From an optimization exercise on the open Yosys and OpenROAD flow, aimed at small area, a short achievable clock period and few clock cycles per item; shortcuts taken in it are not production practice.
Only simulation tests tie the RTL to the original design; equivalence was not proved.
No activity file was given, so power comes from the tool's default toggle rates.

==> flow/design.v <==
module dffhr (d, r, clk, q);
  parameter WIDTH = 1;
  input 			r;
  input 			clk;
  input 	[WIDTH-1:0] 	d;
  output 	[WIDTH-1:0] 	q;
  reg 		[WIDTH-1:0] 	q;
  always @ (posedge clk) 
    if ( r ) 
      q <= {WIDTH{1'b0}};
    else
      q <= d;
endmodule  
module sha1_add2 (x, y, s);
   input [31:0]  x, y;
   output [31:0] s;
   wire [31:0] p = x ^ y;
   wire [31:0] g0 = x & y;
   wire [31:0] g1, p1, g2, p2, g3, p3, g4, p4, g5;
   genvar i;
   generate
      for (i = 0; i < 32; i = i + 1) begin : l1
         if (i & 1) begin
            assign g1[i] = g0[i] | (p[i] & g0[i-1]);
            assign p1[i] = p[i] & p[i-1];
         end else begin
            assign g1[i] = g0[i];  assign p1[i] = p[i];
         end
      end
      for (i = 0; i < 32; i = i + 1) begin : l2
         if (i & 2) begin
            assign g2[i] = g1[i] | (p1[i] & g1[((i >> 1) << 1) - 1]);
            assign p2[i] = p1[i] & p1[((i >> 1) << 1) - 1];
         end else begin
            assign g2[i] = g1[i];  assign p2[i] = p1[i];
         end
      end
      for (i = 0; i < 32; i = i + 1) begin : l3
         if (i & 4) begin
            assign g3[i] = g2[i] | (p2[i] & g2[((i >> 2) << 2) - 1]);
            assign p3[i] = p2[i] & p2[((i >> 2) << 2) - 1];
         end else begin
            assign g3[i] = g2[i];  assign p3[i] = p2[i];
         end
      end
      for (i = 0; i < 32; i = i + 1) begin : l4
         if (i & 8) begin
            assign g4[i] = g3[i] | (p3[i] & g3[((i >> 3) << 3) - 1]);
            assign p4[i] = p3[i] & p3[((i >> 3) << 3) - 1];
         end else begin
            assign g4[i] = g3[i];  assign p4[i] = p3[i];
         end
      end
      for (i = 0; i < 32; i = i + 1) begin : l5
         if (i & 16) begin
            assign g5[i] = g4[i] | (p4[i] & g4[15]);
         end else begin
            assign g5[i] = g4[i];
         end
      end
   endgenerate
   assign s = p ^ {g5[30:0], 1'b0};
endmodule
module sha1_add3 (x, y, z, s);
   input [31:0]  x, y, z;
   output [31:0] s;
   wire [31:0] cs_s = x ^ y ^ z;
   wire [31:0] cs_c = (x & y) | (x & z) | (y & z);
   sha1_add2 add (.x(cs_s), .y({cs_c[30:0], 1'b0}), .s(s));
endmodule
module sha1_exec(clk, reset, start, data_in, load_in, cv,
  use_prev_cv, busy, out_valid, cv_next);
   input clk, reset;
   input start;
   input [31:0] data_in;
   input load_in;
   input [159:0] cv;
   input use_prev_cv;
   output        busy;
   output        out_valid;
   output [159:0] cv_next;
   reg            run;         
   reg [6:0]      e;           
   reg            feed_q;      
   reg            valid_q, busy_q;
   reg            is0, is1, le15, ring_q, ysel_q, last_q;
   reg            g0, g1, g2, g3;   
   reg            q1, q0, x12;      
   wire           start_nc = start & ~use_prev_cv;
   wire           step = is0 | (le15 ? feed_q : run);
   wire [6:0]     e_adv = step ? e + 7'd1 : e;
   wire           zero = reset | start_nc | last_q;
   wire [6:0]     e_n = zero ? 7'd0 : e_adv;
   always @(posedge clk) begin
      e       <= e_n;
      is0     <= zero | (e_adv == 7'd0);
      is1     <= ~zero & (e_adv == 7'd1);
      le15    <= zero | (e_adv <= 7'd15);
      ring_q  <= ~zero & (e_adv >= 7'd78);
      ysel_q  <= ~zero & (e_adv >= 7'd81);
      last_q  <= ~zero & (e_adv == 7'd82);
      g0      <= zero | (e_adv <= 7'd20);
      g1      <= ~zero & (e_adv >= 7'd21) & (e_adv <= 7'd40);
      g2      <= ~zero & (e_adv >= 7'd41) & (e_adv <= 7'd60);
      g3      <= ~zero & (e_adv >= 7'd61);
      q1      <= ~zero & (e_adv >= 7'd41);
      q0      <= ~zero & (((e_adv >= 7'd21) & (e_adv <= 7'd40)) | (e_adv >= 7'd61));
      x12     <= ~zero & (e_adv >= 7'd21) & (e_adv <= 7'd60);
      if (reset) begin
         run     <= 1'b0;
         feed_q  <= 1'b0;
         have16  <= 1'b0;
         valid_q <= 1'b0;
         busy_q  <= 1'b1;
      end else begin
         run     <= start | (run & ~last_q);
         feed_q  <= load_in | (run & le15);
         have16  <= ~start & ~run & ~le15 & (feed_q | have16);
         valid_q <= last_q;
         busy_q  <= ~last_q;
      end
   end
   assign out_valid = valid_q;
   assign busy = busy_q;
   reg [479:0]    wv;
   reg [31:0]     dq;
   reg            have16;      
   wire [31:0]    wx = wv[479:448] ^ wv[415:384] ^ wv[223:192] ^ wv[63:32];
   wire [31:0]    wgen = {wx[30:0], wx[31]};
   wire           push = run | (feed_q & le15);
   wire           dq_hold = ~run & ~le15 & (feed_q | have16);
   always @(posedge clk) begin
      if (push)
        wv <= {wv[447:0], dq};
      if (~dq_hold)
        dq <= run ? (le15 ? wv[479:448] : wgen) : data_in;
   end
   wire [31:0]    wt = dq;
   reg [159:0]    h_q;
   wire [31:0]    h0 = h_q[159:128];
   wire [31:0]    h1 = h_q[127:96];
   wire [31:0]    h2 = h_q[95:64];
   wire [31:0]    h3 = h_q[63:32];
   wire [31:0]    h4 = h_q[31:0];
   reg [31:0]     a, b, c, d, F, P;
   wire [31:0]    b30 = {b[1:0], b[31:2]};
   wire [31:0]    fch  = (a & b30) | (~a & c);
   wire [31:0]    fpar = a ^ b30 ^ c;
   wire [31:0]    fmaj = (a & b30) | (a & c) | (b30 & c);
   wire [31:0]    f = g0 ? fch : (g2 ? fmaj : fpar);
   wire [31:0]    K = {q1, ~g2, g1, g0, 1'b1, x12, 1'b1, g2,
                      ~q1, q0, g3, x12, x12, 1'b0, ~g1, x12,
                      ~g0, ~g2, ~g3, ~q0, ~g3, g2, g1, ~g2,
                      1'b1, q1, g1, ~g1, ~q0, q1, g3, ~q1};
   wire [31:0]    p_n;
   sha1_add3 add_p (.x(d), .y(wt), .z(K), .s(p_n));
   wire [31:0]    a_sum;
   sha1_add3 add_a (.x({a[26:0], a[31:27]}), .y(F), .z(P), .s(a_sum));
   always @(posedge clk)
     if (step) begin
        if (is0) begin
           a <= h1;
           b <= {h2[29:0], h2[31:30]};
           c <= h3;
           d <= h4;
        end else begin
           a <= is1 ? h0 : a_sum;
           b <= a;
           c <= b30;
           d <= c;
        end
        F <= f;
        P <= p_n;
     end
   wire [31:0]    y = ysel_q ? a : {a[1:0], a[31:2]};
   wire [31:0]    r_sum;
   sha1_add2 add_r (.x(h4), .y(y), .s(r_sum));
   always @(posedge clk)
     if (start_nc | ring_q)
       h_q <= ring_q ? {r_sum, h0, h1, h2, h3} : cv;
   assign cv_next = h_q;
endmodule  
==> flow/config.mk <==
export PLATFORM = sky130hd
export DESIGN_NAME = sha1_exec
export DESIGN_NICKNAME = sha1_exec
export VERILOG_FILES = /design/flow/design.v
export SDC_FILE = /design/flow/constraint.sdc
export NUM_CORES = 4
export LEC_CHECK = 0
export ABC_AREA = 1
export CAP_MARGIN = 20
export CORE_MARGIN = 2
export CORE_UTILIZATION = 55
export CTS_CLUSTER_DIAMETER = 100
export CTS_CLUSTER_SIZE = 20
export PLACE_DENSITY = 0.7
export SETUP_SLACK_MARGIN = 5
export SLEW_MARGIN = 20
==> flow/constraint.sdc <==
create_clock -name core_clock -period 8.0 [get_ports {clk}]
set_input_delay 1.6000 -clock core_clock [delete_from_list [all_inputs] [get_ports {clk}]]
set_output_delay 1.6000 -clock core_clock [all_outputs]
set_load 0.01 [all_outputs]
standard.sh (not shown) runs the stock make flow with config.mk's settings and CLKGATE_MAP_FILE= SYNTH_SCRIPT=/design/flow/synth_recipe.tcl, a recipe that flattens the netlist after the stock synthesis.
==> flow/flow/run.sh <==
#!/bin/bash
# Layout flow: the standard ORFS flow (standard.sh, unchanged synthesis),
# with the input/output port buffers inserted as buf_1 instead of ORFS's
# default pick; the resizer upsizes them where timing needs it.
# The make output goes to flow_make.log here; each ORFS step keeps its own
# log under orfs/logs/.
set -euo pipefail
export BUFFER_PORTS_ARGS="-buffer_cell sky130_fd_sc_hd__buf_1"
bash standard.sh finish > flow_make.log 2>&1
The starting point ran to the end with no violations.
Testbench counts at the start, summed over its fixed seeds: cycles 33,416, blocks 384.
Then changed:
==> flow/flow/run.sh (replaced) <==
#!/bin/bash
# Layout flow: the standard ORFS flow (standard.sh, unchanged synthesis),
# with the input/output port buffers inserted as buf_1 instead of ORFS's
# default pick (the resizer upsizes them where timing needs it), and clock
# tree synthesis without dummy loads.
# The make output goes to flow_make.log here; each ORFS step keeps its own
# log under orfs/logs/.
set -euo pipefail
export BUFFER_PORTS_ARGS="-buffer_cell sky130_fd_sc_hd__buf_1"
export CTS_ARGS="-sink_clustering_enable -repair_clock_nets -sink_clustering_size 25 -sink_clustering_max_diameter 150 -dont_use_dummy_load"
bash standard.sh finish > flow_make.log 2>&1
CORE_UTILIZATION = 40   (was 55)
CTS_CLUSTER_DIAMETER = 150   (was 100)
CTS_CLUSTER_SIZE = 25   (was 20)
PLACE_DENSITY = 0.72   (was 0.7)
=> Core utilization went down by 17 points; combinational power rose by about 0.8%; via count falls by 1.9%; clock skew climbs by 0.0075 ns; power falls by 1.8%; setup slack gains 0.010 ns; final area hardly moves; clock power is lower by 14%; final cell count grows by 5.8%; count of clock-buffer cells in the layout shrinks by 37; non-clock buffer count drops by 17.
Then changed:
==> flow/flow/run.sh (replaced) <==
#!/bin/bash
# Layout flow: the standard ORFS flow (standard.sh, unchanged synthesis),
# with the input/output port buffers inserted as buf_1 instead of ORFS's
# default pick; the resizer upsizes them where timing needs it.
# The make output goes to flow_make.log here; each ORFS step keeps its own
# log under orfs/logs/.
set -euo pipefail
export BUFFER_PORTS_ARGS="-buffer_cell sky130_fd_sc_hd__buf_1"
bash standard.sh finish > flow_make.log 2>&1
PLACE_DENSITY = default   (was 0.72)
The new run passed the timing, DRC and antenna checks. Routed wire length rose slightly. Worst setup slack hardly moves. Die area stays the same. Global-route usage rose by 0.29 points. First-iteration DRC count fell by roughly a tenth. Final cell count rose slightly. Fmax stays flat. Power rose slightly. Design area rose slightly.
Then changed:
==> flow/flow/run.sh (replaced) <==
#!/bin/bash
# Layout flow: the standard ORFS flow (standard.sh, unchanged synthesis),
# with the input/output port buffers inserted as buf_1 instead of ORFS's
# default pick (the resizer upsizes them where timing needs it), and clock
# tree synthesis without dummy loads.
# The make output goes to flow_make.log here; each ORFS step keeps its own
# log under orfs/logs/.
set -euo pipefail
export BUFFER_PORTS_ARGS="-buffer_cell sky130_fd_sc_hd__buf_1"
export CTS_ARGS="-sink_clustering_enable -repair_clock_nets -sink_clustering_size 25 -sink_clustering_max_diameter 150 -dont_use_dummy_load"
bash standard.sh finish > flow_make.log 2>&1
CORE_UTILIZATION = 50   (was 40)
Outcome:
- final area decreases slightly
- critical path depth climbs by 10
- routed wire length decreases slightly
- final cell count shrinks by a few percent
- die area decreases by about a fifth
- combinational power climbs slightly
- core utilization climbs by 10 points
- sequential power hardly moves
- sequential cell count is unchanged
- first-iteration DRC count goes down by roughly a tenth
- worst setup slack gets better by 0.012 ns
Then changed:
==> flow/flow/run.sh (replaced) <==
#!/bin/bash
# Layout flow: the standard ORFS flow (standard.sh, unchanged synthesis),
# with the input/output port buffers inserted as buf_1 instead of ORFS's
# default pick; the resizer upsizes them where timing needs it.
# The make output goes to flow_make.log here; each ORFS step keeps its own
# log under orfs/logs/.
set -euo pipefail
export BUFFER_PORTS_ARGS="-buffer_cell sky130_fd_sc_hd__buf_1"
bash standard.sh finish > flow_make.log 2>&1
CORE_UTILIZATION = 40   (was 50)
GPL_ROUTABILITY_DRIVEN = 0   (was default)
The new run passed the timing, DRC and antenna checks.
Utilization decreases by 10 points.
Total power increases by 0.70%.
Area after synthesis is unchanged.
Synthesized cell count stays the same.
Non-clock buffer count increases by 12.

## afterwards: timing with drivers on the ports
How much do the figures lean on ideal ports? The routed layouts below were timed once more, with nothing changed but the port constraints. Step 1 assumes that a clkbuf_16 drives the clock port and a buf_2 every other input. Step 2, shift: input delay + t, output delay - t, t = (earliest + latest rising clock arrival at the registers) / 2. This alone moves slack from input paths to output paths. Slacks: ideal ports / drivers / drivers and shift; pairs: ideal ports / drivers.
run	shift t [ns]	setup WS [ns]	worst setup path at the end	worst slew at a driven data input, ns
the first run	0.695	5.020 / 4.955 / 4.451	input to register	0.06
the second run	0.655	5.031 / 4.965 / 4.528	input to register	0.13
the third run	0.683	5.031 / 4.963 / 4.630	input to register	0.08
the fourth run	0.654	5.043 / 4.996 / 4.579	input to register	0.06
the fifth run	0.683	5.031 / 4.963 / 4.630	input to register	0.08
After both steps setup and hold are still met in every run listed. The setup slack of the first run, which loses most, moves by -0.065 ns with the drivers and by -0.569 ns with both steps.
